Background: an optimization exercise with open tools, aiming at small area. Do not read the settings as production practice.
At most, simulation tests tie the RTL to the original design; equivalence was not proved.
The RTL of runs 1 to 4 was laid out without a check of its function.
No driver is modelled on the clock port, so clocking that relies on it looks cheaper here than on a real chip.
Power is estimated from default activity; no workload was simulated.

==> flow/design.v (outline; a module is shown in full before it is edited, if it fits) <==
// module jt51_phinc_rom: 1033 lines
// module jt51_exprom: 42 lines
// module jt51_phrom: 42 lines
// module jt51_lin2exp: 70 lines
// module jt51_exp2lin: 18 lines
// module jt51_mmr: 259 lines
// module jt51_reg: 207 lines
// module jt51: 353 lines
// module jt51_acc: 110 lines
// module jt51_timers: 42 lines
// module jt51_timer: 36 lines
// module jt51_eg: 266 lines
// module jt51_op: 178 lines
// module jt51_sh: 21 lines
// module jt51_pg: 160 lines
// module jt51_lfo: 237 lines
// module jt51_lfo_lfsr: 24 lines
// module jt51_pm: 65 lines
// module jt51_noise: 39 lines
// module jt51_noise_lfsr: 21 lines
// module jt51_kon: 32 lines
// module jt51_mod: 36 lines
// module jt51_csr_op: 61 lines
// module jt51_csr_ch: 42 lines
// module jt51_ring: 15 lines
// module jt51_rtap: 14 lines
module jt51(
    input               rst,     
    input               clk,     
    input               cen,     
    input               cen_p1,  
    input               cs_n,    
    input               wr_n,    
    input               a0,
    input       [7:0]   din,  
    output      [7:0]   dout,  
    output              ct1,
    output              ct2,
    output              irq_n,   
    output              sample,  
    output  signed  [15:0] left,
    output  signed  [15:0] right,
    output  signed  [15:0] xleft,
    output  signed  [15:0] xright,
    output  [15:0] dacleft,
    output  [15:0] dacright
);
  // ...
==> flow/flow/run.sh <==
#!/bin/bash
# The standard layout (standard.sh), with one change: the clock tree is
# built without dummy loads (clock_tree_synthesis -dont_use_dummy_load).
# The other clock_tree_synthesis arguments are the ones ORFS's cts.tcl uses
# by default. The make output goes to standard.log; ORFS writes each step's
# own log under orfs/logs/.
set -euo pipefail
export CTS_ARGS="-sink_clustering_enable -repair_clock_nets -dont_use_dummy_load"
bash standard.sh finish > standard.log 2>&1
==> flow/standard.sh <==
#!/bin/bash
# synth_recipe.tcl (not shown) runs the flow's synth.tcl, then flattens the netlist and writes it again
# the make line also repeats each setting of config.mk as NAME=value (left out here)
make -C /OpenROAD-flow-scripts/flow DESIGN_CONFIG=/design/flow/config.mk WORK_HOME=/design/flow/orfs CLKGATE_MAP_FILE= SYNTH_SCRIPT=/design/flow/synth_recipe.tcl "${@:-finish}"
==> flow/config.mk <==
export PLATFORM = sky130hd
export DESIGN_NAME = jt51
export DESIGN_NICKNAME = jt51
export VERILOG_FILES = /design/flow/design.v
export SDC_FILE = /design/flow/constraint.sdc
export NUM_CORES = 4
export LEC_CHECK = 0
export CAP_MARGIN = 20
export CORE_MARGIN = 2
export CORE_UTILIZATION = 40
export SLEW_MARGIN = 20
export SYNTH_MEMORY_MAX_BITS = 65536
==> flow/constraint.sdc <==
create_clock -name core_clock -period 12.0 [get_ports {clk}]
set_input_delay 2.4000 -clock core_clock [delete_from_list [all_inputs] [get_ports {clk}]]
set_output_delay 2.4000 -clock core_clock [all_outputs]
set_load 0.01 [all_outputs]
==> summary.txt, run 1 <==
run status - no timing/DRC/antenna violations
post-route insts no fill - 15300
first-pass GRT wire length - 440000 um
initial antenna violation count - 8
ANT cells - 4
IO Pins - 123
DR WL/cell - 18.0 um
CTS tree - yes
DIE WIDTH - 569 um
CP Depth - 42
most common cell after layout, fill and taps aside - dfxtp_1
clk slew on worst S/H paths - 0.06 ns
WL met2 - 119000 um
commonest cells in the netlist - 3428 x dfxtp_1, 912 x nand2_1, 690 x o21ai_0
FP Rows - 207
number of synthesis warnings - 25
mux cell area share after synthesis - 0.0328
post_cts resized - 0
Slew Limit Fails - 0
r2r endpoint - u_pg.keycode_II[12]
IO Port Bufs - 117
Post-Place Cell Area - 0.133 sq mm
Clk. pwr - 10.0 mW
Hold Path End - u_r32.q[390]
Max Freq - 0.0981 GHz
hold depth - 0
vias in the first global route - 77900
==> module jt51_pg, before the edit <==
module jt51_pg(
    input               rst,
    input               clk,
    input               cen  ,
    input               zero,
    input       [6:0]   kc_I,
    input       [5:0]   kf_I,
    input       [3:0]   mul_VI,
    input       [2:0]   dt1_II,
    input       [1:0]   dt2_I,
    input       [7:0]   pm,
    input       [2:0]   pms_I,
    input               pg_rst_III,
    output  reg [ 4:0]  keycode_III,
    output      [ 9:0]  pg_phase_X,
    output      [19:0]  ph_din,
    input       [19:0]  ph_VII,
    input       [ 9:0]  ph_X_q,
    input               pg_rst_VII
);
reg [19:0]  phase_base_VI, phase_step_VII;
reg [17:0]  phase_base_IV, phase_base_V;
wire        [11:0]  phinc_III;
reg [ 9:0]  phinc_addr_III;
reg [13:0]  keycode_II;
reg [5:0]   dt1_kf_III;
reg [ 2:0]  dt1_kf_IV;
reg [4:0]   pow2;
reg [4:0]   dt1_offset_V;
reg [2:0]   pow2ind_IV;
reg  [2:0]  dt1_III, dt1_IV, dt1_V;
jt51_phinc_rom u_phinctable(
    .keycode( phinc_addr_III[9:0]  ),
    .phinc  ( phinc_III    )
);
always @(*) begin : calcpow2
    case( pow2ind_IV )
        3'd0: pow2 = 5'd16;
        3'd1: pow2 = 5'd17;
        3'd2: pow2 = 5'd19;
        3'd3: pow2 = 5'd20;
        3'd4: pow2 = 5'd22;
        3'd5: pow2 = 5'd24;
        3'd6: pow2 = 5'd26;
        3'd7: pow2 = 5'd29;
    endcase
end
reg [5:0] dt1_limit, dt1_unlimited;
reg [4:0] dt1_limited_IV;
always @(*) begin : dt1_limit_mux
    case( dt1_IV[1:0] )
        default: dt1_limit = 6'd8;
        2'd1: dt1_limit    = 6'd8;
        2'd2: dt1_limit    = 6'd16;
        2'd3: dt1_limit    = 6'd22;
    endcase
    case( dt1_kf_IV )
        3'd0:   dt1_unlimited = { 5'd0, pow2[4]   };  
        3'd1:   dt1_unlimited = { 4'd0, pow2[4:3] };  
        3'd2:   dt1_unlimited = { 3'd0, pow2[4:2] };  
        3'd3:   dt1_unlimited = { 2'd0, pow2[4:1] };
        3'd4:   dt1_unlimited = { 1'd0, pow2[4:0] };
        3'd5:   dt1_unlimited = { pow2[4:0], 1'd0 };
        default:dt1_unlimited = 6'd0;
    endcase
    dt1_limited_IV = dt1_unlimited > dt1_limit ? 
                            dt1_limit[4:0] : dt1_unlimited[4:0]; 
end
reg signed [8:0] mod_I;
always @(*) begin
    case( pms_I )  
        3'd0: mod_I = 9'd0;
        3'd1: mod_I = { 7'd0, pm[6:5] };
        3'd2: mod_I = { 6'd0, pm[6:4] };
        3'd3: mod_I = { 5'd0, pm[6:3] };
        3'd4: mod_I = { 4'd0, pm[6:2] };
        3'd5: mod_I = { 3'd0, pm[6:1] };
        3'd6: mod_I = { 1'd0, pm[6:0], 1'b0 };
        3'd7: mod_I = {      pm[6:0], 2'b0 };
    endcase     
end
reg [3:0]   octave_III;
wire [12:0] keycode_I;
jt51_pm u_pm(
    .kc_I   ( kc_I      ),
    .kf_I   ( kf_I      ),
    .add    ( ~pm[7]    ),
    .mod_I  ( mod_I     ),
    .kcex   ( keycode_I )
);
parameter dt2_lim2 = 8'd11 + 8'd64;
parameter dt2_lim3 = 8'd31 + 8'd64;
always @(posedge clk, posedge rst) if( rst ) begin keycode_II <= 0; end else if(cen) begin : phase_calculation
    case ( dt2_I )
        2'd0: keycode_II <=  { 1'b0, keycode_I } +
            (keycode_I[7:6]==2'd3 ? 14'd64:14'd0);
        2'd1: keycode_II <= { 1'b0, keycode_I } + 14'd512 +
            (keycode_I[7:6]==2'd3 ? 14'd64:14'd0);
        2'd2: keycode_II <= { 1'b0, keycode_I } + 14'd628 +
            (keycode_I[7:0]>dt2_lim2 ? 14'd64:14'd0);
        2'd3: keycode_II <= { 1'b0, keycode_I } + 14'd800 + 
            (keycode_I[7:0]>dt2_lim3  ? 14'd64:14'd0);
    endcase
end
always @(posedge clk, posedge rst) if( rst ) begin phinc_addr_III <= 0; octave_III <= 0; keycode_III <= 0; dt1_kf_III <= 0; dt1_III <= 0; end else if(cen) begin 
    phinc_addr_III  <= keycode_II[9:0];
    octave_III  <= keycode_II[13:10];
    keycode_III <=  keycode_II[12:8];
    case( dt1_II[1:0] )
        2'd1:   dt1_kf_III  <=  keycode_II[13:8]    - (6'b1<<2);
        2'd2:   dt1_kf_III  <=  keycode_II[13:8]    + (6'b1<<2);
        2'd3:   dt1_kf_III  <=  keycode_II[13:8]    + (6'b1<<3);
        default:dt1_kf_III  <=  keycode_II[13:8];
    endcase
    dt1_III   <= dt1_II;
end
always @(posedge clk, posedge rst) if( rst ) begin phase_base_IV <= 0; pow2ind_IV <= 0; dt1_IV <= 0; dt1_kf_IV <= 0; end else if(cen) begin
    case( octave_III )
        4'd0:   phase_base_IV   <=  { 8'd0, phinc_III[11:2] };
        4'd1:   phase_base_IV   <=  { 7'd0, phinc_III[11:1] };
        4'd2:   phase_base_IV   <=  { 6'd0, phinc_III[11:0] };
        4'd3:   phase_base_IV   <=  { 5'd0, phinc_III[11:0], 1'b0 };
        4'd4:   phase_base_IV   <=  { 4'd0, phinc_III[11:0], 2'b0 };
        4'd5:   phase_base_IV   <=  { 3'd0, phinc_III[11:0], 3'b0 };
        4'd6:   phase_base_IV   <=  { 2'd0, phinc_III[11:0], 4'b0 };
        4'd7:   phase_base_IV   <=  { 1'd0, phinc_III[11:0], 5'b0 };
        4'd8:   phase_base_IV   <=  {       phinc_III[11:0], 6'b0 };
        default:phase_base_IV   <=  18'd0;
    endcase
    pow2ind_IV  <= dt1_kf_III[2:0];
    dt1_IV      <= dt1_III;
    dt1_kf_IV   <= dt1_kf_III[5:3];
end
always @(posedge clk, posedge rst) if( rst ) begin phase_base_V <= 0; dt1_offset_V <= 0; dt1_V <= 0; end else if(cen) begin
    if( phase_base_IV > 18'd82976 ) 
        phase_base_V <= 18'd82976;
    else
        phase_base_V <= phase_base_IV;
    dt1_offset_V <= dt1_limited_IV;
    dt1_V <= dt1_IV;
end
always @(posedge clk, posedge rst) if( rst ) begin phase_base_VI <= 0; end else if(cen) begin
    if( dt1_V[1:0]==2'd0 )
        phase_base_VI   <=  {2'b0, phase_base_V};
    else begin
        if( !dt1_V[2] )
            phase_base_VI   <= {2'b0, phase_base_V} + { 15'd0, dt1_offset_V };
        else
            phase_base_VI   <= {2'b0, phase_base_V} - { 15'd0, dt1_offset_V };
    end
end
always @(posedge clk, posedge rst) if( rst ) begin phase_step_VII <= 0; end else if(cen) begin
    if( mul_VI==4'd0 )
        phase_step_VII  <= { 1'b0, phase_base_VI[19:1] };
    else
        phase_step_VII  <= phase_base_VI * mul_VI;
end
assign ph_din     = pg_rst_VII ? 20'd0 : ph_VII + phase_step_VII;
assign pg_phase_X = ph_X_q;
endmodule
==> run 2, diff against run 1 <==
--- a/flow/design.v
+++ b/flow/design.v
@@ -2704,3 +2704,3 @@
     input               pg_rst_III,
-    output  reg [ 4:0]  keycode_III,
+    output      [ 4:0]  keycode_III,
     output      [ 9:0]  pg_phase_X,
@@ -2714,5 +2714,6 @@
 wire        [11:0]  phinc_III;
-reg [ 9:0]  phinc_addr_III;
+wire [ 9:0] phinc_addr_III;
 reg [13:0]  keycode_II;
 reg [5:0]   dt1_kf_III;
+reg [13:0]  keycode_II_III;  
 reg [ 2:0]  dt1_kf_IV;
@@ -2772,3 +2773,3 @@
 end
-reg [3:0]   octave_III;
+wire [3:0]  octave_III;
 wire [12:0] keycode_I;
@@ -2795,14 +2796,17 @@
 end
-always @(posedge clk, posedge rst) if( rst ) begin phinc_addr_III <= 0; octave_III <= 0; keycode_III <= 0; dt1_kf_III <= 0; dt1_III <= 0; end else if(cen) begin 
-    phinc_addr_III  <= keycode_II[9:0];
-    octave_III  <= keycode_II[13:10];
-    keycode_III <=  keycode_II[12:8];
-    case( dt1_II[1:0] )
-        2'd1:   dt1_kf_III  <=  keycode_II[13:8]    - (6'b1<<2);
-        2'd2:   dt1_kf_III  <=  keycode_II[13:8]    + (6'b1<<2);
-        2'd3:   dt1_kf_III  <=  keycode_II[13:8]    + (6'b1<<3);
-        default:dt1_kf_III  <=  keycode_II[13:8];
-    endcase
+always @(posedge clk, posedge rst) if( rst ) begin keycode_II_III <= 0; dt1_III <= 0; end else if(cen) begin
+    keycode_II_III <= keycode_II;
     dt1_III   <= dt1_II;
 end
+assign phinc_addr_III = keycode_II_III[9:0];
+assign octave_III     = keycode_II_III[13:10];
+assign keycode_III    = keycode_II_III[12:8];
+always @(*) begin
+    case( dt1_III[1:0] )
+        2'd1:   dt1_kf_III  =  keycode_II_III[13:8]    - (6'b1<<2);
+        2'd2:   dt1_kf_III  =  keycode_II_III[13:8]    + (6'b1<<2);
+        2'd3:   dt1_kf_III  =  keycode_II_III[13:8]    + (6'b1<<3);
+        default:dt1_kf_III  =  keycode_II_III[13:8];
+    endcase
+end
 always @(posedge clk, posedge rst) if( rst ) begin phase_base_IV <= 0; pow2ind_IV <= 0; dt1_IV <= 0; dt1_kf_IV <= 0; end else if(cen) begin
==> flow/run.sh (new file) <==
#!/bin/bash
# synth_recipe.tcl (not shown) runs the flow's synth.tcl, then flattens the netlist and writes it again
# the make line also repeats each setting of config.mk as NAME=value (left out here)
make -C /OpenROAD-flow-scripts/flow DESIGN_CONFIG=/design/flow/config.mk WORK_HOME=/design/flow/orfs CLKGATE_MAP_FILE= SYNTH_SCRIPT=/design/flow/synth_recipe.tcl finish
--- a/flow/config.mk
+++ b/flow/config.mk
@@ -7,2 +7,3 @@
 export LEC_CHECK = 0
+export ABC_AREA = 1
 export CAP_MARGIN = 20
@@ -10,2 +11,4 @@
 export CORE_UTILIZATION = 40
+export CTS_CLUSTER_DIAMETER = 60
+export CTS_CLUSTER_SIZE = 30
 export SLEW_MARGIN = 20
removed: flow/flow/run.sh
removed: flow/standard.sh
==> summary.txt, run 2 <==
Total GRT Usage - 0.162
Slew Limit Fails - 0 (unchanged)
Synth Instances - 12500
Most flops, register - u_r32.q
Max rail drop VDD - 0.000136 V
max-cap viol count - 0
Clock Latency Late Sink - 0.92 ns
RSZ-0062 raised after global routing - no
register bit total from synthesis - 3982
DR WL/cell - 15.7 um (-13%)
Largest register FFs - 2560
GR Overflow Total - 0
number of flops mapped to enable cells by yosys - 0
r2r endpoint - u_pg.keycode_II[12]
Fin Setup TNS - 0 ns
vias per cell - 4.85
# clock sinks - 3982
syn avg cell area - 10.2 sq um
total CTS buffers - 268
Hold Crit Start - u_r8.q[145]
first-pass GRT wire length - 430000 um (-2.5%)
data required time at the worst endpoint - 12.74 ns
final worst path period need - 10.05 ns
FILL cells - 29700
nets - 13000
area leader, netlist - dfxtp_1
Synth async-reset ratio - 0.139
final instance area - 0.142 sq mm
worst r2r path cells - 54
cell mode on critical path - inv_1
Worst path slowest cell - nor4_1
count leader, synth - dfxtp_1
gpl congestion - 0.915
DR iter-0 viols - 6677
CP arrival - 10.79 ns
Initial Util - 0.403
kind of critical path - flop to flop
Tightest Hold Check Type - flop to flop
prevailing post-synth register cell - dfxtp_1
setup slack, reg-to-reg - 1.95 ns
pin count of the biggest net entering global routing - 190
CP max FO - 28
Core Area - 0.315 sq mm
first drt pass iteration count - 9
share of layout cells above drive strength 1 - 0.0541
Power Dens Cells - 234 mW/mm^2
placed wire-length estimate - 174000 um
post_cts resized - 0 (unchanged)
Root Buffer - clkbuf_16
CP bufs+invs - 11
Max Freq - 0.0995 GHz (+1.4%)
RR Startpoint - rcnt[5]
most common cell after layout, fill and taps aside - dfxtp_1
vias in the first global route - 78200 (+0.30%)
post-synthesis cell area - 0.127 sq mm
final setup vio count - 0
most frequent cells in the layout - 3428 x dfxtp_1, 2007 x nand2_1, 1204 x inv_1, 997 x o21ai_0, 901 x nor2_1
clk slew on worst S/H paths - 0.10 ns (+0.04 ns)
final WL - 265000 um
Multi-input gate area - 0.0381 sq mm
Cell variety after synth - 87
Worst Tran Pin Value - 1.10 ns
post-synthesis sequential area ratio - 0.649
Crit. End Element - flop
Reg area - 0.0825 sq mm
Post-Place Cell Area - 0.132 sq mm (-0.21%)
number of synthesis warnings - 25 (unchanged)
antenna-violating nets left - 0
Vias - 82000
initial antenna violation count - 3 (-5)
Hold Path End - u_r8.q[146]
IO Pins - 123 (unchanged)
# DRC - 0
FP Rows - 206 (-0.48%)
Final Cycle Share - 0.837
Final Hold Viols - 0
largest registers - u_r32.q: 2560 flops, u_r8.q: 768 flops, u_r4.q: 64 flops
DIE WIDTH - 568 um (-0.26%)
Max stage delay on crit path - 0.62 ns
Crit path max-delay family - simple AND/OR/NAND/NOR gates
Relative slew margins - 0.268
Post-CTS Hold Fix Bufs - 0
Die Span Y - 568 um
area grow syn2layout - 11.8%
ranking of synthesized cells by area - dfxtp_1 54%, dfrtp_1 11%, nand2_1 5.9%
leakage - 61.6 nW
clock skew - 0.101 ns
Clock Tree Buf Depth - 4
run status - no timing/DRC/antenna violations
hold depth - 0 (unchanged)
post-CTS setup repair buffer count - 0
CTS tree - yes
CP startpoint kind - flop
die area - 0.322 sq mm
H-tree depth - 5
share of the synthesized area in the top cell type - 0.540
commonest cells in the netlist - 3428 x dfxtp_1, 2007 x nand2_1, 1207 x inv_1
IO Port Bufs - 117 (unchanged)
==> run 2: cell count changes after synthesis, sizes merged, moves of 127 or more <==
cell	previous run	this run
o21ai	708	1039
inv	356	1229
nand3	174	388
nand2b	127	0
nand2	913	2023
xnor2	277	83
mux2	220	4
clkbuf	446	299
nor2	635	924
==> run 2: worst max-delay path by stage <==
stage          startpoint             endpoint  cells after the start
4_1_cts           rcnt[5]  u_pg.keycode_II[12]                     54
3_5_place_dp      rcnt[5]  u_pg.keycode_II[12]                     54
5_1_grt           rcnt[5]  u_pg.keycode_II[12]                     54
2_1_floorplan     rcnt[5]  u_pg.keycode_II[12]                     60
3_3_place_gp      rcnt[5]  u_pg.keycode_II[12]                     53
6_report          rcnt[5]  u_pg.keycode_II[12]                     54
==> run 2: cell type report <==
cell class	count	area share
diodes	1	0.0000176
clock buffers	302	0.0501
clock inverters	180	0.0179
inverters	1248	0.0331
multi-input cells	6841	0.269
flip-flops and latches	3982	0.581
well taps	4160	0.0366
repair buffers	194	0.0128
==> run 2: logic make-up (layout without fill, tap and decap cells) <==
kind of cell	after synthesis	after routing	synth area share
AO/OA/AOI/OAI	2429	2429	0.111
buffers and inverters	1663	1924	0.0509
multiplexers	4	4	0.000354
other	1	6	0.0000295
adder cells (fa/ha/maj)	452	452	0.0494
AND/OR/NAND/NOR	3655	3655	0.118
flip-flops	3982	3982	0.649
XOR/XNOR	296	296	0.0206
==> run 2: routing by layer <==
layer / vias up / share of wire / track usage
met5: - / 0 / 0
li1: 40900 / - / -
met3: 592 / 0.055 / 0.0232
met4: 0 / 0.034 / 0.0578
met2: 2192 / 0.42 / 0.241
met1: 38300 / 0.49 / 0.237
==> run 2: report_power, final <==
part           total [mW]  switching (mW)  internal (mW)  leakage, nW
Clock                9.94            5.08           4.86         4.67
Combinational        7.92            5.18           2.75         22.1
Sequential           15.4           0.814           14.6         34.9
Total                33.2            11.1           22.2         61.6
==> run 2: metrics by stage <==
stage	utilization	hold slack, ns	cells	setup WS (ns)	power [mW]
2_1_floorplan	-	0.310	12500	3.92	21.0
3_3_place_gp	0.419	0.309	16400	2.04	23.4
3_5_place_dp	0.420	0.312	16400	2.08	23.5
4_1_cts	0.450	0.270	16900	1.97	33.6
5_1_grt	0.450	0.276	16900	0.918	35.2
6_report	0.450	0.293	16900	1.95	33.2
==> run 2: worst register-to-register path: cells and delay by family, from the launching register on <==
family	cells	cell delay, ns
simple gates	23	2.85
fa+ha+maj	6	2.20
compound gates	13	2.41
buf+inv	11	1.66
flops	1	0.41
xor+xnor	1	0.31
==> run 3, diff against run 2 <==
==> flow/flow/run.sh (new file) <==
#!/bin/bash
# The standard layout (standard.sh), with one change: the clock tree is
# built without dummy loads (clock_tree_synthesis -dont_use_dummy_load) and
# with larger sink clusters. The make output goes to standard.log; ORFS
# writes each step's own log under orfs/logs/.
set -euo pipefail
export CTS_ARGS="-sink_clustering_enable -repair_clock_nets -dont_use_dummy_load -sink_clustering_size 30 -sink_clustering_max_diameter 60"
bash standard.sh finish > standard.log 2>&1
==> flow/standard.sh (new file) <==
#!/bin/bash
# synth_recipe.tcl (not shown) runs the flow's synth.tcl, then flattens the netlist and writes it again
# the make line also repeats each setting of config.mk as NAME=value (left out here)
make -C /OpenROAD-flow-scripts/flow DESIGN_CONFIG=/design/flow/config.mk WORK_HOME=/design/flow/orfs CLKGATE_MAP_FILE= SYNTH_SCRIPT=/design/flow/synth_recipe.tcl "${@:-finish}"
--- a/flow/config.mk
+++ b/flow/config.mk
@@ -11,4 +11,2 @@
 export CORE_UTILIZATION = 40
-export CTS_CLUSTER_DIAMETER = 60
-export CTS_CLUSTER_SIZE = 30
 export SLEW_MARGIN = 20
removed: flow/run.sh
==> summary.txt, run 3 <==
final instance area - 0.139 sq mm (-2.1%)
syn avg cell area - 10.2 sq um (unchanged)
Cells after DPL - 16400 (unchanged)
IO Pins - 123 (unchanged)
initial antenna violation count - 3 (unchanged)
vias in the first global route - 78000 (-0.28%)
CP max FO - 28 (unchanged)
DIE WIDTH - 568 um (unchanged)
Hold Crit Start - u_r32.q[1247]
Post-CTS Hold Fix Bufs - 0 (unchanged)
clock skew - 0.128 ns (+0.0274 ns)
Synth async-reset ratio - 0.139 (unchanged)
Cell variety after synth - 87 (unchanged)
GR Overflow Total - 0 (unchanged)
Max Freq - 0.0997 GHz (+0.17%)
Max rail drop VDD - 0.000123 V (-9.7%)
RSZ-0062 raised after global routing - no
Core Area - 0.315 sq mm (unchanged)
mux cell area share after synthesis - 0.000354 (unchanged)
post-route insts no fill - 16700 (-1.3%)
total CTS buffers - 268 (unchanged)
Worst path slowest cell - nor4_1
worst hold margin - 0.258 ns (-0.0346 ns)
CP arrival - 10.75 ns (-0.04 ns)
Largest register FFs - 2560 (unchanged)
Die Span Y - 568 um (unchanged)
area leader, netlist - dfxtp_1
Initial Util - 0.403 (unchanged)
Post-Place Cell Area - 0.132 sq mm (unchanged)
setup slack, reg-to-reg - 1.97 ns (+0.02 ns)
post_cts resized - 0 (unchanged)
run status - no timing/DRC/antenna violations
kind of critical path - flop to flop
number of flops mapped to enable cells by yosys - 0 (unchanged)
Power Dens Cells - 225 mW/mm^2 (-3.7%)
CP Launch Point - rcnt[5]
RR Startpoint - rcnt[5]
final setup vio count - 0 (unchanged)
Synth Area in Adders - 0.0494 (unchanged)
clk slew on worst S/H paths - 0.06 ns (-0.04 ns)
FP Rows - 206 (unchanged)
Most flops, register - u_r32.q
top sig layer - met4
prevailing post-synth register cell - dfxtp_1
DR WL/cell - 15.8 um (+0.92%)
nets - 13000 (unchanged)
Relative slew margins - 0.256 (-0.0119)
Critical Path Sink - u_pg.keycode_II[12]
Synth Instances - 12500 (unchanged)
Fin Setup TNS - 0 ns (unchanged)
Worst Tran Pin Value - 1.11 ns (+0.0179 ns)
register bit total from synthesis - 3982 (unchanged)
FILL cells - 29900 (+0.68%)
DR iter-0 viols - 6834 (+2.4%)
share of layout cells above drive strength 1 - 0.0389 (-0.0152)
r2r endpoint - u_pg.keycode_II[12]
Final Cycle Share - 0.836 (-0.00140)
WL met2 - 110000 um (-0.52%)
number of synthesis warnings - 25 (unchanged)
CTS tree - yes
cell mode on critical path - inv_1
max-cap viol count - 0 (unchanged)
CP startpoint kind - flop
Slew Limit Fails - 0 (unchanged)
share of the synthesized area in the top cell type - 0.540 (unchanged)
post-synthesis compound-gate area fraction - 0.111 (unchanged)
data required time at the worst endpoint - 12.72 ns (-0.02 ns)
most frequent cells in the layout - 3428 x dfxtp_1, 2007 x nand2_1, 1204 x inv_1, 997 x o21ai_0, 901 x nor2_1
# DRC - 0 (unchanged)
IO Port Bufs - 117 (unchanged)
# clock sinks - 3982 (unchanged)
Synth Area in Simple Gates - 0.118 (unchanged)
antenna-violating nets left - 0 (unchanged)
placed wire-length estimate - 174000 um (unchanged)
pre-CTS worst setup slack - 2.08 ns (unchanged)
Max stage delay on crit path - 0.62 ns (about the same)
met3 WL - 14600 um (+0.40%)
die area - 0.322 sq mm (unchanged)
Tightest Hold Check Type - flop to flop
first drt pass iteration count - 6 (-3)
Final Hold Viols - 0 (unchanged)
final worst path period need - 10.03 ns (-0.0168 ns)
ranking of synthesized cells by area - dfxtp_1 54%, dfrtp_1 11%, nand2_1 5.9%
Vias - 81400 (-0.74%)
post-synthesis cell area - 0.127 sq mm (unchanged)
Total GRT Usage - 0.161 (-0.000382)
post-CTS setup repair buffer count - 0 (unchanged)
Worst Slack Setup Final - 1.97 ns (+0.0168 ns)
post-synthesis sequential area ratio - 0.649 (unchanged)
Post-Synth XOR/XNOR Area - 0.0206 (unchanged)
vias per cell - 4.88 (+0.53%)
largest registers - u_r32.q: 2560 flops, u_r8.q: 768 flops, u_r4.q: 64 flops
first-pass GRT wire length - 428000 um (-0.31%)
count leader, synth - dfxtp_1
final WL - 264000 um (-0.36%)
Clock Latency Late Sink - 0.90 ns (-0.02 ns)
leakage - 60.3 nW (-2.2%)
pin count of the biggest net entering global routing - 190 (unchanged)
Crit. End Element - flop
main combinational cell family by area after synthesis - simple AND/OR/NAND/NOR gates
wl on met1 - 130000 um (-0.53%)
worst r2r path cells - 54 (unchanged)
most common cell after layout, fill and taps aside - dfxtp_1
commonest cells in the netlist - 3428 x dfxtp_1, 2007 x nand2_1, 1207 x inv_1
gpl congestion - 0.915 (unchanged)
area grow syn2layout - 9.45%
## run 3: cell counts after synthesis
No cell type changed its count.
## run 3: logic make-up (layout without fill, tap and decap cells)
| logic type | Yosys count | count (layout) |
|---|---|---|
| DFF | 3982 | 3982 |
| and+or+nand+nor | 3655 | 3655 |
| AOI/OAI and AO/OA | 2429 | 2429 |
| buffers and inverters | 1663 | 1710 |
| adders and majority gates | 452 | 452 |
| xor gates and xnor gates | 296 | 296 |
| muxes | 4 | 4 |
| other | 1 | 6 |
## run 3: how the worst min path moves through the flow
stage | slack, ns | end | cells past startpoint
final | 0.26 | u_r32.q[1248] | 0
after CTS | 0.26 | u_r32.q[1986] | 0
after detailed placement | 0.31 | u_r32.q[1067] | 0
after global placement | 0.31 | u_r32.q[1583] | 0
after global routing | 0.25 | u_r32.q[1986] | 0
after floorplan | 0.31 | u_r32.q[1000] | 0
## run 3: report_power, final
group,leakage (nW),switching [mW],internal (mW)
clock network,3.30,4.10,3.95
logic,22.1,5.17,2.75
registers,34.9,0.812,14.6
total,60.3,10.1,21.3
## run 3: area by class of cell
type,count,area (sq um),share of cell area
Antenna cell,1,2.50,0.0000180
Sequential cell,3982,82500,0.593
Tap cell,4160,5200,0.0374
Clock buffer,268,6710,0.0482
Timing Repair Buffer,194,1810,0.0130
Inverter,1248,4700,0.0338
Multi-Input combinational cell,6841,38100,0.274
## run 3: per-layer routing
metal,GRT usage,vias to the layer above
met5,0,-
li1,-,40600
met4,0.0591,0
met1,0.236,38000
met2,0.241,2141
met3,0.0228,582
## run 3: per-stage QoR
stage	util	total power, mW
after floorplan	-	21.0
after global placement	0.419	23.4
after detailed placement	0.420	23.5
after CTS	0.441	31.7
after global routing	0.441	33.3
final	0.441	31.4
## run 3: critical path: cells and delay by family, from the launching register on
family | cells | cell delay (ns)
AOI/OAI and AO/OA | 13 | 2.44
xor gates and xnor gates | 1 | 0.30
adders and majority gates | 6 | 2.20
buffers and inverters | 11 | 1.64
and+or+nand+nor | 23 | 2.84
DFF | 1 | 0.41
==> run 4, diff against run 3 <==
--- a/flow/config.mk
+++ b/flow/config.mk
@@ -10,3 +10,3 @@
 export CORE_MARGIN = 2
-export CORE_UTILIZATION = 40
+export CORE_UTILIZATION = 60
 export SLEW_MARGIN = 20
==> summary.txt, run 4 <==
final WL - 292000 um (+10%)
RSZ-0062 raised after global routing - no
vias per cell - 5.47 (+12%)
Largest register FFs - 2560 (unchanged)
data required time at the worst endpoint - 12.70 ns (-0.02 ns)
gpl congestion - 0.943 (+3.1%)
post-synthesis sequential area ratio - 0.649 (unchanged)
count leader, synth - dfxtp_1
Worst path slowest cell - nor4_1
number of synthesis warnings - 25 (unchanged)
pin count of the biggest net entering global routing - 187 (-1.6%)
Crit. End Element - flop
DR WL/cell - 19.1 um (+21%)
number of flops mapped to enable cells by yosys - 0 (unchanged)
post-synthesis cell area - 0.127 sq mm (unchanged)
CP arrival - 10.63 ns (-0.12 ns)
DIE WIDTH - 464 um (-18%)
Total GRT Usage - 0.268 (+0.107)
Clock Latency Late Sink - 0.87 ns (-0.03 ns)
Fin Setup TNS - 0 ns (unchanged)
Max stage delay on crit path - 0.63 ns (about the same)
Max rail drop VDD - 0.000217 V (+76%)
Synth Instances - 12500 (unchanged)
Final Hold Viols - 0 (unchanged)
Util after Layout - 0.646 (+0.205)
setup slack, reg-to-reg - 2.07 ns (+0.10 ns)
most common cell after layout, fill and taps aside - dfxtp_1
syn avg cell area - 10.2 sq um (unchanged)
CTS tree - yes
register bit total from synthesis - 3982 (unchanged)
CP startpoint kind - flop
IO Port Bufs - 117 (unchanged)
Post-CTS Hold Fix Bufs - 0 (unchanged)
die area - 0.215 sq mm (-33%)
Cells after DPL - 15100 (-8.3%)
post_cts resized - 0 (unchanged)
Max Freq - 0.101 GHz (+1.0%)
largest registers - u_r32.q: 2560 flops, u_r8.q: 768 flops, u_r4.q: 64 flops
first-pass GRT wire length - 465000 um (+8.5%)
run status - no timing/DRC/antenna violations
# DRC - 0 (unchanged)
most frequent cells in the layout - 3428 x dfxtp_1, 2007 x nand2_1, 1204 x inv_1, 997 x o21ai_0, 901 x nor2_1
CP max FO - 28 (unchanged)
Power Dens Cells - 224 mW/mm^2 (-0.69%)
post-CTS setup repair buffer count - 0 (unchanged)
Initial Util - 0.605 (+0.202)
cell mode on critical path - nand2_1
clk slew on worst S/H paths - 0.09 ns (+0.03 ns)
Die Span Y - 464 um (-18%)
vias in the first global route - 83000 (+6.5%)
Tightest Hold Check Type - flop to flop
Relative slew margins - 0.267 (+0.0114)
post-route insts no fill - 15300 (-8.5%)
Worst Tran Pin Value - 1.10 ns (-0.0170 ns)
placed wire-length estimate - 190000 um (+9.0%)
max-cap viol count - 0 (unchanged)
area grow syn2layout - 6.69%
leakage - 59.4 nW (-1.5%)
commonest cells in the netlist - 3428 x dfxtp_1, 2007 x nand2_1, 1207 x inv_1
share of the synthesized area in the top cell type - 0.540 (unchanged)
kind of critical path - flop to flop
share of layout cells above drive strength 1 - 0.0332 (-0.00571)
IO Pins - 123 (unchanged)
Cell variety after synth - 87 (unchanged)
ranking of synthesized cells by area - dfxtp_1 54%, dfrtp_1 11%, nand2_1 5.9%
Vias - 83600 (+2.7%)
Final Cycle Share - 0.827 (-0.00849)
final worst path period need - 9.93 ns (-0.102 ns)
total CTS buffers - 197 (-26%)
Most flops, register - u_r32.q
nets - 12900 (-0.56%)
prevailing post-synth register cell - dfxtp_1
first drt pass iteration count - 8 (+2)
initial antenna violation count - 14 (+11)
final setup vio count - 0 (unchanged)
Slew Limit Fails - 0 (unchanged)
worst hold margin - 0.239 ns (-0.0189 ns)
FILL cells - 16100 (-46%)
Synth async-reset ratio - 0.139 (unchanged)
clock skew - 0.0940 ns (-0.0344 ns)
# clock sinks - 3982 (unchanged)
area leader, netlist - dfxtp_1
DR iter-0 viols - 7620 (+12%)
Core Area - 0.210 sq mm (-33%)
GR Overflow Total - 0 (unchanged)
antenna-violating nets left - 0 (unchanged)
FP Rows - 168 (-18%)
run 4: cell counts after synthesis:
Identical to the previous run, type by type.
run 4: cell type report:
class	instances	area (sq um)	share of cell area
sequential	3982	82500	0.609
clock buffer	197	4930	0.0364
antenna	5	12.5	0.0000923
multi-input combinational	6841	38100	0.281
inverter	1248	4700	0.0347
timing repair buffer	192	1760	0.0130
tap	2805	3510	0.0259
run 4: final timing paths:
path,startpoint,to,cells past startpoint
worst max-delay path,rcnt[5],u_pg.keycode_II[12],56
worst min-delay path,u_r32.q[1609],u_r32.q[1610],0
worst max register to register,rcnt[5],u_pg.keycode_II[12],56
worst min register to register,u_r32.q[1609],u_r32.q[1610],0
max in group asynchronous,rst,u_acc.xright[14],4
min in group asynchronous,rst,u_mmr.busy_cnt[4],2
run 4: stage by stage:
step,total power [mW],setup slack (ns),cell area (sq um)
final,30.4,2.07,136000
after global routing,32.0,1.04,136000
after CTS,30.4,2.14,136000
after detailed placement,23.6,2.15,131000
after global placement,23.4,2.08,131000
after floorplan,21.0,3.92,127000
run 4: power breakdown:
| group | internal (mW) | switching, mW |
|---|---|---|
| clock network | 2.91 | 3.90 |
| registers | 14.6 | 0.867 |
| logic | 2.76 | 5.34 |
run 4: metal layers:
metal | wire length (um) | vias to the layer above | global-route usage
li1 | - | 40500 | -
met1 | 132000 | 39900 | 0.376
met2 | 134000 | 2628 | 0.433
met3 | 16700 | 569 | 0.0367
met4 | 8750 | 2 | 0.0788
met5 | 13 | - | 0
run 4: kinds of logic (layout without fill, tap and decap cells):
kind of cell / after synthesis / count (layout) / share of synthesized area
XOR/XNOR: 296 / 296 / 0.0206
buffers and inverters: 1663 / 1637 / 0.0509
AO/OA/AOI/OAI: 2429 / 2429 / 0.111
adder cells (fa/ha/maj): 452 / 452 / 0.0494
AND/OR/NAND/NOR: 3655 / 3655 / 0.118
flip-flops: 3982 / 3982 / 0.649
other: 1 / 10 / 0.0000295
multiplexers: 4 / 4 / 0.000354
run 4: critical path: cells and delay by family, from the launching register on:
family	cells	cell delay, ns
simple gates	28	3.48
compound gates	10	2.22
fa+ha+maj	6	2.05
buf+inv	11	1.34
flops	1	0.41
xor+xnor	1	0.33
==> module jt51_mmr, before the edit <==
module jt51_mmr(
    input           rst,
    input           clk,
    input           cen,         
    input   [7:0]   din,
    input           write,
    input           a0,
    output  reg     busy,
    output  reg     ct1,
    output  reg     ct2,
    output  reg         ne,
    output  reg [4:0]   nfrq,
    output  reg [7:0]   lfo_freq,
    output  reg [1:0]   lfo_w,
    output  reg [6:0]   lfo_amd,
    output  reg [6:0]   lfo_pmd,
    output  reg         lfo_rst,
    output  reg [9:0]   value_A,
    output  reg [7:0]   value_B,
    output  reg         load_A,
    output  reg         load_B,
    output  reg         enable_irq_A,
    output  reg         enable_irq_B,
    output  reg         clr_flag_A,
    output  reg         clr_flag_B,
    input               overflow_A,
    output  [1:0]   rl_I,
    output  [2:0]   fb_II,
    output  [2:0]   con_I,
    output  [6:0]   kc_I,
    output  [5:0]   kf_I,
    output  [2:0]   pms_I,
    output  [1:0]   ams_VII,
    output  [2:0]   dt1_II,
    output  [3:0]   mul_VI,
    output  [6:0]   tl_VII,
    output  [1:0]   ks_III,
    output  [4:0]   arate_II,
    output          amsen_VII,
    output  [4:0]   rate1_II,
    output  [1:0]   dt2_I,
    output  [4:0]   rate2_II,
    output  [3:0]   d1l_I,
    output  [3:0]   rrate_II,
    output          keyon_II,
    output  [1:0]   cur_op,
    output          op31_no,
    output          op31_acc,
    output          zero,
    output          m1_enters,
    output          m2_enters,
    output          c1_enters,
    output          c2_enters,
    output          use_prevprev1,
    output          use_internal_x,
    output          use_internal_y,
    output          use_prev2,
    output          use_prev1,
    output  [41:0]  csrop_din,
    input   [41:0]  csrop_q,
    output  [25:0]  csrch_din,
    input   [25:0]  csrch_q,
    output          kon_din,
    input           kon_q
);
reg [7:0] selected_register, din_copy ;
reg       up_rl,  up_kc,  up_kf,  up_pms,
          up_dt1, up_tl,  up_ks,  up_dt2,
          up_d1l, up_keyon,   up_amsen;
reg [1:0] up_op;
reg [2:0] up_ch;
wire    busy_reg;
parameter   REG_TEST    =   8'h01,
            REG_TEST2   =   8'h02,
            REG_KON     =   8'h08,
            REG_NOISE   =   8'h0f,
            REG_CLKA1   =   8'h10,
            REG_CLKA2   =   8'h11,
            REG_CLKB    =   8'h12,
            REG_TIMER   =   8'h14,
            REG_LFRQ    =   8'h18,
            REG_PMDAMD  =   8'h19,
            REG_CTW     =   8'h1b,
            REG_DUMP    =   8'h1f;
reg csm;
always @(posedge clk, posedge rst) begin : memory_mapped_registers
    if( rst ) begin
        selected_register   <= 8'h0;
        { up_rl, up_kc, up_kf, up_pms, up_dt1, up_tl,
                up_ks, up_amsen, up_dt2, up_d1l, up_keyon } <= 11'd0;
        nfrq <= 5'b0;
        ne   <= 1'b0;
        { value_A, value_B } <= 18'd0;
        { clr_flag_B, clr_flag_A,
        enable_irq_B, enable_irq_A, load_B, load_A } <= 6'd0;
        { lfo_amd, lfo_pmd }    <= 14'h0;
        lfo_freq        <= 8'd0;
        lfo_w           <= 2'd0;
        lfo_rst         <= 1'b0;
        { ct2, ct1 }    <= 2'd0;
        csm             <= 1'b0;
        din_copy        <= 8'd0;
        up_op           <= 2'd0;
        up_ch           <= 3'd0;
    end else begin
        if( write ) begin
            if( !a0 )
                selected_register <= din;
            else begin
                din_copy <= din;
                up_op    <= selected_register[4:3];  
                up_ch    <= selected_register[2:0];  
                up_rl    <= 1'b0;
                up_kc    <= 1'b0;
                up_kf    <= 1'b0;
                up_pms   <= 1'b0;
                up_dt1   <= 1'b0;
                up_tl    <= 1'b0;
                up_ks    <= 1'b0;
                up_amsen <= 1'b0;
                up_dt2   <= 1'b0;
                up_d1l   <= 1'b0;
                up_keyon <= 1'b0;
                if( selected_register < 8'h20 ) begin
                    case( selected_register)
                    REG_TEST:   lfo_rst <= 1'b1;  
                    REG_KON:    up_keyon     <= 1'b1;
                    REG_NOISE:  { ne, nfrq } <= { din[7], din[4:0] };
                    REG_CLKA1:  value_A[9:2] <= din;
                    REG_CLKA2:  value_A[1:0] <= din[1:0];
                    REG_CLKB:   value_B      <= din;
                    REG_TIMER: begin
                        csm <= din[7];
                        { clr_flag_B, clr_flag_A,
                          enable_irq_B, enable_irq_A,
                          load_B, load_A } <= din[5:0];
                        end
                    REG_LFRQ:   lfo_freq <= din;
                    REG_PMDAMD: begin
                        if( !din[7] )
                            lfo_amd <= din[6:0];
                        else
                            lfo_pmd <= din[6:0];
                        end
                    REG_CTW: begin
                        { ct2, ct1 } <= din[7:6];
                        lfo_w        <= din[1:0];
                        end
                    default:;
                    endcase
                end else
                if( selected_register < 8'h40 ) begin
                    case( selected_register[4:3] )
                        2'h0: up_rl <= 1'b1;
                        2'h1: up_kc <= 1'b1;
                        2'h2: up_kf <= 1'b1;
                        2'h3: up_pms<= 1'b1;
                    endcase
                end
                else
                begin
                    case( selected_register[7:5] )
                        3'h2: up_dt1    <= 1'b1;
                        3'h3: up_tl     <= 1'b1;
                        3'h4: up_ks     <= 1'b1;
                        3'h5: up_amsen  <= 1'b1;
                        3'h6: up_dt2    <= 1'b1;
                        3'h7: up_d1l    <= 1'b1;
                        default:;
                    endcase
                end
            end
        end
        else begin  
            csm     <= 1'b0;
            lfo_rst <= 1'b0;
            { clr_flag_B, clr_flag_A } <= 2'd0;
        end
    end
end
reg [4:0] busy_cnt;  
reg       old_write;
always @(posedge clk, posedge rst) if( rst ) begin busy <= 0; busy_cnt <= 0; old_write <= 0; end else
    if( rst ) begin
        busy <= 1'b0;
        busy_cnt <= 5'd0;
    end
    else begin
        old_write <= write;
        if (!old_write && write && a0 ) begin  
            busy <= 1'b1;
            busy_cnt <= 5'd0;
        end
        else if(cen) begin
            if( busy_cnt == 5'd31 ) busy <= 1'b0;
            busy_cnt <= busy_cnt+5'd1;
        end
    end
jt51_reg u_reg(
    .rst        ( rst       ),
    .clk        ( clk       ),       
    .cen        ( cen       ),       
    .din        ( din_copy  ),
    .up_rl      ( up_rl     ),
    .up_kc      ( up_kc     ),
    .up_kf      ( up_kf     ),
    .up_pms     ( up_pms    ),
    .up_dt1     ( up_dt1    ),
    .up_tl      ( up_tl     ),
    .up_ks      ( up_ks     ),
    .up_amsen   ( up_amsen  ),
    .up_dt2     ( up_dt2    ),
    .up_d1l     ( up_d1l    ),
    .up_keyon   ( up_keyon  ),
    .op         ( up_op     ),       
    .ch         ( up_ch     ),       
    .csm        ( csm       ),
    .overflow_A ( overflow_A),
    .busy       ( busy_reg  ),
    .rl_I       ( rl_I      ),
    .fb_II      ( fb_II     ),
    .con_I      ( con_I     ),
    .kc_I       ( kc_I      ),
    .kf_I       ( kf_I      ),
    .pms_I      ( pms_I     ),
    .ams_VII    ( ams_VII   ),
    .dt1_II     ( dt1_II    ),
    .dt2_I      ( dt2_I     ),
    .mul_VI     ( mul_VI    ),
    .tl_VII     ( tl_VII    ),
    .ks_III     ( ks_III    ),
    .arate_II   ( arate_II  ),
    .amsen_VII  ( amsen_VII ),
    .rate1_II   ( rate1_II  ),
    .rate2_II   ( rate2_II  ),
    .rrate_II   ( rrate_II  ),
    .d1l_I      ( d1l_I     ),
    .keyon_II   ( keyon_II  ),
    .cur_op     ( cur_op    ),
    .op31_no    ( op31_no   ),
    .op31_acc   ( op31_acc  ),
    .zero       ( zero      ),
    .m1_enters  ( m1_enters ),
    .m2_enters  ( m2_enters ),
    .c1_enters  ( c1_enters ),
    .c2_enters  ( c2_enters ),
    .use_prevprev1  ( use_prevprev1     ),
    .use_internal_x ( use_internal_x    ),
    .use_internal_y ( use_internal_y    ),
    .use_prev2      ( use_prev2         ),
    .use_prev1      ( use_prev1         ),
    .csrop_din      ( csrop_din         ),
    .csrop_q        ( csrop_q           ),
    .csrch_din      ( csrch_din         ),
    .csrch_q        ( csrch_q           ),
    .kon_din        ( kon_din           ),
    .kon_q          ( kon_q             )
);
endmodule
==> run 5, diff against run 4 <==
--- a/flow/design.v
+++ b/flow/design.v
@@ -1277,7 +1277,17 @@
 reg [7:0] selected_register, din_copy ;
-reg       up_rl,  up_kc,  up_kf,  up_pms,
-          up_dt1, up_tl,  up_ks,  up_dt2,
-          up_d1l, up_keyon,   up_amsen;
+reg       up_keyon;
+reg [2:0] up_grp;
 reg [1:0] up_op;
 reg [2:0] up_ch;
+wire      up_chreg = up_grp == 3'd1;
+wire      up_rl    = up_chreg && up_op == 2'd0;
+wire      up_kc    = up_chreg && up_op == 2'd1;
+wire      up_kf    = up_chreg && up_op == 2'd2;
+wire      up_pms   = up_chreg && up_op == 2'd3;
+wire      up_dt1   = up_grp == 3'd2;
+wire      up_tl    = up_grp == 3'd3;
+wire      up_ks    = up_grp == 3'd4;
+wire      up_amsen = up_grp == 3'd5;
+wire      up_dt2   = up_grp == 3'd6;
+wire      up_d1l   = up_grp == 3'd7;
 wire    busy_reg;
@@ -1299,4 +1309,4 @@
         selected_register   <= 8'h0;
-        { up_rl, up_kc, up_kf, up_pms, up_dt1, up_tl,
-                up_ks, up_amsen, up_dt2, up_d1l, up_keyon } <= 11'd0;
+        up_grp   <= 3'd0;
+        up_keyon <= 1'b0;
         nfrq <= 5'b0;
@@ -1323,12 +1333,3 @@
                 up_ch    <= selected_register[2:0];  
-                up_rl    <= 1'b0;
-                up_kc    <= 1'b0;
-                up_kf    <= 1'b0;
-                up_pms   <= 1'b0;
-                up_dt1   <= 1'b0;
-                up_tl    <= 1'b0;
-                up_ks    <= 1'b0;
-                up_amsen <= 1'b0;
-                up_dt2   <= 1'b0;
-                up_d1l   <= 1'b0;
+                up_grp   <= selected_register[7:5];
                 up_keyon <= 1'b0;
@@ -1361,22 +1362,2 @@
                     endcase
-                end else
-                if( selected_register < 8'h40 ) begin
-                    case( selected_register[4:3] )
-                        2'h0: up_rl <= 1'b1;
-                        2'h1: up_kc <= 1'b1;
-                        2'h2: up_kf <= 1'b1;
-                        2'h3: up_pms<= 1'b1;
-                    endcase
-                end
-                else
-                begin
-                    case( selected_register[7:5] )
-                        3'h2: up_dt1    <= 1'b1;
-                        3'h3: up_tl     <= 1'b1;
-                        3'h4: up_ks     <= 1'b1;
-                        3'h5: up_amsen  <= 1'b1;
-                        3'h6: up_dt2    <= 1'b1;
-                        3'h7: up_d1l    <= 1'b1;
-                        default:;
-                    endcase
                 end
--- a/flow/flow/run.sh
+++ b/flow/flow/run.sh
@@ -6,3 +6,3 @@
 set -euo pipefail
-export CTS_ARGS="-sink_clustering_enable -repair_clock_nets -dont_use_dummy_load -sink_clustering_size 30 -sink_clustering_max_diameter 60"
+export CTS_ARGS="-sink_clustering_enable -repair_clock_nets -dont_use_dummy_load -sink_clustering_size 24 -sink_clustering_max_diameter 60"
 bash standard.sh finish > standard.log 2>&1
--- a/flow/config.mk
+++ b/flow/config.mk
@@ -8,6 +8,7 @@
 export ABC_AREA = 1
-export CAP_MARGIN = 20
+export CAP_MARGIN = 0
 export CORE_MARGIN = 2
 export CORE_UTILIZATION = 60
-export SLEW_MARGIN = 20
+export GPL_TIMING_DRIVEN = 0
+export SLEW_MARGIN = 0
 export SYNTH_MEMORY_MAX_BITS = 65536
==> summary.txt, run 5 <==
RR Startpoint - u_lfo.pm[7]
Clock Latency Late Sink - 0.92 ns (+0.05 ns)
P_int - 20.6 mW (+1.6%)
Final Hold Viols - 0 (unchanged)
run status - finished with violations
r2r endpoint - u_pg.keycode_II[11]
Cell variety after synth - 87 (unchanged)
share of the synthesized area in the top cell type - 0.541 (+0.000543)
area grow syn2layout - 8.06%
Die Span Y - 464 um (about the same)
Flop pwr share - 0.484 (-0.025)
data required time at the worst endpoint - 12.72 ns (+0.02 ns)
nets - 13300 (+3.1%)
Crit. End Element - flop
Largest register FFs - 2560 (unchanged)
Synth Instances - 12500 (+0.33%)
cell mode on critical path - nand2_1
FP Rows - 168 (unchanged)
count leader, synth - dfxtp_1
clk slew on worst S/H paths - 0.10 ns (about the same)
Util after Layout - 0.653 (+0.00764)
antenna-violating nets left - 0 (unchanged)
largest registers - u_r32.q: 2560 flops, u_r8.q: 768 flops, u_r4.q: 64 flops
# clock sinks - 3975 (-0.18%)
first drt pass iteration count - 12 (+4)
clock power share - 0.229 (+0.005)
number of synthesis warnings - 25 (unchanged)
Power Dens Cells - 232 mW/mm^2 (+3.6%)
Max Freq - 0.0924 GHz (-8.3%)
prevailing post-synth register cell - dfxtp_1
DR iter-0 viols - 11400 (+49%)
vias in the first global route - 90400 (+8.9%)
IO Port Bufs - 115 (-1.7%)
die area - 0.215 sq mm (about the same)
Total GRT Usage - 0.336 (+0.0684)
post-synthesis cell area - 0.127 sq mm (-0.10%)
final setup vio count - 0 (unchanged)
CP max FO - 10 (-64%)
kind of critical path - flop to flop
Switch Pwr - 11.2 mW (+11%)
GR Overflow Total - 0 (unchanged)
Most flops, register - u_r32.q
DIE WIDTH - 464 um (about the same)
commonest cells in the netlist - 3428 x dfxtp_1, 1999 x nand2_1, 1244 x inv_1
hold depth - 0 (unchanged)
Final Cycle Share - 0.902 (+0.0746)
Comb pwr share - 0.287 (+0.020)
Worst Tran Pin Value - 1.55 ns (+0.458 ns)
Worst path slowest cell - nor4_1
syn avg cell area - 10.1 sq um (-0.43%)
total CTS buffers - 217 (+10%)
RSZ-0062 raised after global routing - no
ranking of synthesized cells by area - dfxtp_1 54%, dfrtp_1 11%, nand2_1 5.9%
max-cap viol count - 3 (+3)
FILL cells - 15600 (-3.0%)
worst r2r path cells - 54 (-3.6%)
area leader, netlist - dfxtp_1
Max rail drop VDD - 0.000210 V (-3.5%)
Max stage delay on crit path - 1.01 ns (+0.38 ns)
most common cell after layout, fill and taps aside - dfxtp_1
Sw Share - 0.354 (+0.0207)
Core Area - 0.210 sq mm (unchanged)
Vias - 90700 (+8.5%)
CP startpoint kind - flop
Relative slew margins - -0.0365 (-0.304)
CTS tree - yes
Post-CTS Hold Fix Bufs - 0 (unchanged)
Synth async-reset ratio - 0.138 (-0.00152)
# DRC - 0 (unchanged)
leakage - 60.0 nW (+1.1%)
Slew Limit Fails - 22 (+22)
Tightest Hold Check Type - flop to flop
Fin Setup TNS - 0 ns (unchanged)
share of layout cells above drive strength 1 - 0.0314 (-0.00181)
number of flops mapped to enable cells by yosys - 0 (unchanged)
final WL - 369000 um (+27%)
Fail Reasons - max-capacitance violations, max-slew violations
setup slack, reg-to-reg - 1.17 ns (-0.90 ns)
Multi-input gate area - 0.0381 sq mm (-0.19%)
IO Pins - 123 (unchanged)
most frequent cells in the layout - 3428 x dfxtp_1, 1999 x nand2_1, 1244 x inv_1, 1001 x o21ai_0, 946 x nor2_1
DR WL/cell - 23.5 um (+23%)
placed wire-length estimate - 248000 um (+31%)
vias per cell - 5.79 (+5.7%)
final worst path period need - 10.83 ns (+0.896 ns)
gpl congestion - 0.985 (+4.4%)
pin count of the biggest net entering global routing - 166 (-11%)
Reg area - 0.0823 sq mm (-0.22%)
Hold Crit Start - u_r8.q[405]
initial antenna violation count - 25 (+11)
register bit total from synthesis - 3975 (-0.18%)
clock skew - 0.0992 ns (+0.00514 ns)
CP arrival - 11.55 ns (+0.92 ns)
Initial Util - 0.604 (-0.000608)
post-synthesis sequential area ratio - 0.649 (-0.000727)
first-pass GRT wire length - 557000 um (+20%)
Hold Path End - u_r8.q[406]
-- run 5: changes by cell type after synthesis, sizes merged, moves of 12 or more --
cell and change:
nand2 -15, a31oi -19, nand3 +27, buf -12, inv +30, a21oi +19, a22oi -15, nor2 +38
xnor2 +13
-- run 5: final cells by class --
type                    count  area share
diodes                      6    0.000109
plain buffers             406      0.0129
clock buffers             217      0.0396
inverters                1282      0.0351
multi-input cells        6863       0.278
flip-flops and latches   3975       0.600
well taps                2805      0.0256
repair buffers            118     0.00899
-- run 5: worst max-delay path by stage --
stage	startpoint	slack, ns	to
2_1_floorplan	u_lfo.pm[7]	3.78	u_pg.keycode_II[11]
3_3_place_gp	rst	0.99	u_acc.xright[6]
3_5_place_dp	rcnt[4]	1.01	u_pg.keycode_II[11]
4_1_cts	rcnt[4]	0.94	u_pg.keycode_II[11]
5_1_grt	u_lfo.pm[7]	0.30	u_pg.keycode_II[11]
6_report	u_lfo.pm[7]	1.17	u_pg.keycode_II[11]
-- run 5: logic make-up after synthesis --
| logic type | Yosys count | synth area share |
|---|---|---|
| xor gates and xnor gates | 299 | 0.0210 |
| buffers and inverters | 1689 | 0.0517 |
| adders and majority gates | 454 | 0.0496 |
| and+or+nand+nor | 3693 | 0.119 |
| other | 1 | 0.0000295 |
| DFF | 3975 | 0.649 |
| muxes | 11 | 0.000887 |
| AOI/OAI and AO/OA | 2401 | 0.109 |
-- run 5: per-stage QoR --
stage	instance area, sq um	worst slack [ns]	total power [mW]	hold WS, ns	cells
after CTS	137000	0.941	31.5	0.237	15700
after detailed placement	132000	1.01	24.2	0.312	15500
final	137000	1.17	31.8	0.252	15700
after global routing	137000	0.297	33.1	0.236	15700
after floorplan	127000	3.78	21.0	0.310	12500
after global placement	132000	0.993	24.1	0.310	15400
-- run 5: worst max-delay path, delay by kind of cell, from the launching register on --
family	cells	cell delay, ns
XOR/XNOR	2	0.62
AO/OA/AOI/OAI	10	1.84
adder cells (fa/ha/maj)	7	2.23
AND/OR/NAND/NOR	24	3.42
buffers and inverters	11	2.30
flip-flops	1	0.33
-- run 5: timing repair --
action / 4_1_cts / 5_1_grt
setup buffers: 0 / 0
gates resized for setup: 0 / 2
endpoints found under the setup margin: 0 / 5
-- run 5: power groups by stage --
stage | clock network, mW | logic [mW] | registers, mW
floorplan | 0 | 5.81 | 15.2
CTS | 7.34 | 8.83 | 15.4
global placement | 0 | 8.56 | 15.5
global route | 7.77 | 9.86 | 15.5
detailed placement | 0 | 8.64 | 15.6
finish | 7.28 | 9.13 | 15.4
-- run 5: per-layer routing --
| metal | vias to the layer above | GRT usage | share of wire |
|---|---|---|---|
| met1 | 43200 | 0.437 | 0.40 |
| met2 | 4863 | 0.540 | 0.46 |
| li1 | 41200 | - | - |
| met5 | - | 0 | 0.00033 |
| met4 | 18 | 0.163 | 0.057 |
| met3 | 1380 | 0.0652 | 0.086 |
==> run 6, diff against run 5 <==
--- a/flow/config.mk
+++ b/flow/config.mk
@@ -11,3 +11,2 @@
 export CORE_UTILIZATION = 60
-export GPL_TIMING_DRIVEN = 0
 export SLEW_MARGIN = 0
==> summary.txt, run 6 <==
P_int - 20.5 mW (-0.26%)
pre-CTS worst setup slack - 1.81 ns (+0.791 ns)
CP arrival - 11.10 ns (-0.45 ns)
setup slack, reg-to-reg - 1.56 ns (+0.38 ns)
DR WL/cell - 20.3 um (-14%)
worst r2r path cells - 59 (+9.3%)
Fin Setup TNS - 0 ns (unchanged)
Clock Latency Late Sink - 0.87 ns (-0.05 ns)
Vias - 85300 (-5.9%)
Sw Share - 0.341 (-0.0129)
initial antenna violation count - 10 (-60%)
Max rail drop VDD - 0.000229 V (+9.2%)
data required time at the worst endpoint - 12.65 ns (-0.07 ns)
antenna-violating nets left - 0 (unchanged)
largest registers - u_r32.q: 2560 flops, u_r8.q: 768 flops, u_r4.q: 64 flops
prevailing post-synth register cell - dfxtp_1
Final Cycle Share - 0.870 (-0.0318)
area grow syn2layout - 7.16%
final WL - 312000 um (-16%)
Crit path max-delay family - simple AND/OR/NAND/NOR gates
# DRC - 0 (unchanged)
final worst path period need - 10.44 ns (-0.381 ns)
CP Launch Point - rcnt[4]
kind of critical path - flop to flop
RR Startpoint - rcnt[4]
number of synthesis warnings - 25 (unchanged)
r2r endpoint - u_pg.keycode_II[11]
clock power share - 0.232 (+0.003)
run status - no timing/DRC/antenna violations
DIE WIDTH - 464 um (unchanged)
Critical Path Sink - u_pg.keycode_II[11]
post-synthesis sequential area ratio - 0.649 (unchanged)
Die Span Y - 464 um (unchanged)
Initial Util - 0.604 (unchanged)
Most flops, register - u_r32.q
total CTS buffers - 220 (+1.4%)
Relative slew margins - 0.193 (+0.230)
Synth Instances - 12500 (unchanged)
first drt pass iteration count - 9 (-3)
Hold Crit Start - u_r32.q[762]
Tightest Hold Check Type - flop to flop
Worst Slack Setup Final - 1.56 ns (+0.381 ns)
share of the synthesized area in the top cell type - 0.541 (unchanged)
Max stage delay on crit path - 0.66 ns (-0.35 ns)
register bit total from synthesis - 3975 (unchanged)
IO Pins - 123 (unchanged)
CP startpoint kind - flop
FP Rows - 168 (unchanged)
IO Port Bufs - 117 (+1.7%)
FILL cells - 15900 (+1.7%)
number of flops mapped to enable cells by yosys - 0 (unchanged)
Largest register FFs - 2560 (unchanged)
pin count of the biggest net entering global routing - 168 (+1.2%)
Worst path slowest cell - inv_1
CTS tree - yes
share of layout cells above drive strength 1 - 0.0333 (+0.00187)
WL met2 - 145000 um (-14%)
clk slew on worst S/H paths - 0.09 ns (about the same)
leakage - 59.7 nW (-0.64%)
most common cell after layout, fill and taps aside - dfxtp_1
Power Dens Cells - 229 mW/mm^2 (-1.4%)
syn avg cell area - 10.1 sq um (unchanged)
vias in the first global route - 85200 (-5.7%)
GR Overflow Total - 0 (unchanged)
# clock sinks - 3975 (unchanged)
die area - 0.215 sq mm (unchanged)
final setup vio count - 0 (unchanged)
CP Depth - 59 (+9.3%)
CP max FO - 15 (+5)
CP bufs+invs - 11 (unchanged)
most frequent cells in the layout - 3428 x dfxtp_1, 1999 x nand2_1, 1243 x inv_1, 998 x o21ai_0, 940 x nor2_1
RSZ-0062 raised after global routing - no
Slew Limit Fails - 0 (-100%)
Core Area - 0.210 sq mm (unchanged)
cell mode on critical path - nand2_1
ranking of synthesized cells by area - dfxtp_1 54%, dfrtp_1 11%, nand2_1 5.9%
Post-CTS Hold Fix Bufs - 0 (unchanged)
gpl congestion - 0.960 (-2.5%)
Reg area - 0.0823 sq mm (about the same)
first-pass GRT wire length - 490000 um (-12%)
post_cts resized - 0 (unchanged)
met3 WL - 19300 um (-39%)
top sig layer - met5
post-synthesis cell area - 0.127 sq mm (unchanged)
Synth async-reset ratio - 0.138 (unchanged)
commonest cells in the netlist - 3428 x dfxtp_1, 1999 x nand2_1, 1244 x inv_1
wl on met1 - 136000 um (-7.9%)
Worst Tran Pin Value - 1.21 ns (-0.346 ns)
Max Freq - 0.0957 GHz (+3.7%)
Flop pwr share - 0.495 (+0.011)
Switch Pwr - 10.6 mW (-5.8%)
vias per cell - 5.56 (-3.9%)
max-cap viol count - 0 (-3)
Final Hold Viols - 0 (unchanged)
Comb pwr share - 0.273 (-0.014)
clock skew - 0.121 ns (+0.0223 ns)
Cell variety after synth - 87 (unchanged)
Multi-input gate area - 0.0381 sq mm (about the same)
count leader, synth - dfxtp_1
DR iter-0 viols - 7943 (-30%)
post-CTS setup repair buffer count - 0 (unchanged)
nets - 13000 (-2.5%)
Total GRT Usage - 0.286 (-0.0501)
placed wire-length estimate - 200000 um (-20%)
area leader, netlist - dfxtp_1
Crit. End Element - flop
## run 6: cell counts after synthesis
No cell type changed its count.
## run 6: how the worst min path moves through the flow
| stage | slack (ns) | cells after the start | end |
|---|---|---|---|
| after global placement | 0.31 | 0 | u_r32.q[46] |
| after detailed placement | 0.31 | 0 | u_r32.q[106] |
| after CTS | 0.23 | 0 | u_r32.q[763] |
| final | 0.25 | 0 | u_r32.q[763] |
| after floorplan | 0.31 | 0 | u_r32.q[1000] |
| after global routing | 0.24 | 0 | u_r32.q[763] |
## run 6: worst register-to-register path: cells and delay by family, from the launching register on
kind                     cells  cell delay [ns]
AO/OA/AOI/OAI               13             2.25
XOR/XNOR                     1             0.32
adder cells (fa/ha/maj)      6             2.15
buffers and inverters       11             1.75
flip-flops                   1             0.44
AND/OR/NAND/NOR             28             3.33
## run 6: cell families (layout without fill, tap and decap cells)
kind of cell               after synthesis  after routing  share of synthesized area
AOI/OAI and AO/OA                     2401           2401                      0.109
xor gates and xnor gates               299            299                     0.0210
adders and majority gates              454            454                     0.0496
buffers and inverters                 1689           1691                     0.0517
DFF                                   3975           3975                      0.649
muxes                                   11             11                   0.000887
other                                    1             11                  0.0000295
and+or+nand+nor                       3693           3693                      0.119
## run 6: per-layer routing
metal,vias up,global-route usage
li1,40500,-
met3,832,0.0403
met5,-,0
met4,4,0.0960
met1,40700,0.393
met2,3264,0.467
## run 6: stage by stage
stage	util	instance area (sq um)	hold WS, ns	power (mW)	instances
final	0.648	136000	0.253	31.1	15300
after global routing	0.648	136000	0.245	32.7	15300
after detailed placement	0.621	131000	0.312	23.8	15100
after CTS	0.648	136000	0.233	31.1	15300
after global placement	0.621	131000	0.309	23.7	15100
after floorplan	-	127000	0.310	21.0	12500
## run 6: cell type report
type,instances,share of cell area
Antenna cell,6,0.000110
Clock buffer,220,0.0405
Inverter,1282,0.0355
Multi-Input combinational cell,6863,0.280
Sequential cell,3975,0.605
Tap cell,2805,0.0258
Timing Repair Buffer,189,0.0128
## run 6: power by group through the flow
| stage | clock, mW | sequential [mW] | combinational [mW] |
|---|---|---|---|
| after floorplan | 0 | 15.2 | 5.81 |
| after global placement | 0 | 15.6 | 8.11 |
| after detailed placement | 0 | 15.6 | 8.20 |
| after CTS | 7.36 | 15.4 | 8.33 |
| after global routing | 7.79 | 15.5 | 9.38 |
| final | 7.22 | 15.4 | 8.50 |

==> re-timing with driven ports <==
The results above use ideal ports. As a check the final layouts listed here were re-extracted and re-timed, cells and wires unchanged. Step 1, drivers: a clkbuf_16 drives clk and a buf_2 each remaining input, both assumed. Step 2, shift: input delay + t, output delay - t, t = (earliest + latest rising clock arrival at the registers) / 2. This alone moves slack from input paths to output paths. Three values: ideal, step 1, step 2; two values: the first two.
run	t (ns)	slack for setup (ns)	clock arrival spread, ns	slew at the worst register clock pin (ns)	worst slew at a driven data input, ns
run 1	0.983	1.807 / 1.807 / 1.807	0.120 / 0.120	0.06 / 0.06	0.06
run 2	0.975	1.951 / 1.951 / 1.951	0.105 / 0.104	0.10 / 0.10	0.12
run 3	0.948	1.968 / 1.968 / 1.968	0.152 / 0.152	0.10 / 0.10	0.12
run 4	0.942	2.070 / 2.070 / 2.070	0.173 / 0.173	0.13 / 0.13	0.07
run 5	0.956	1.174 / 1.174 / 1.174	0.169 / 0.168	0.12 / 0.12	0.24
run 6	0.926	1.556 / 1.556 / 1.556	0.189 / 0.189	0.11 / 0.11	0.12
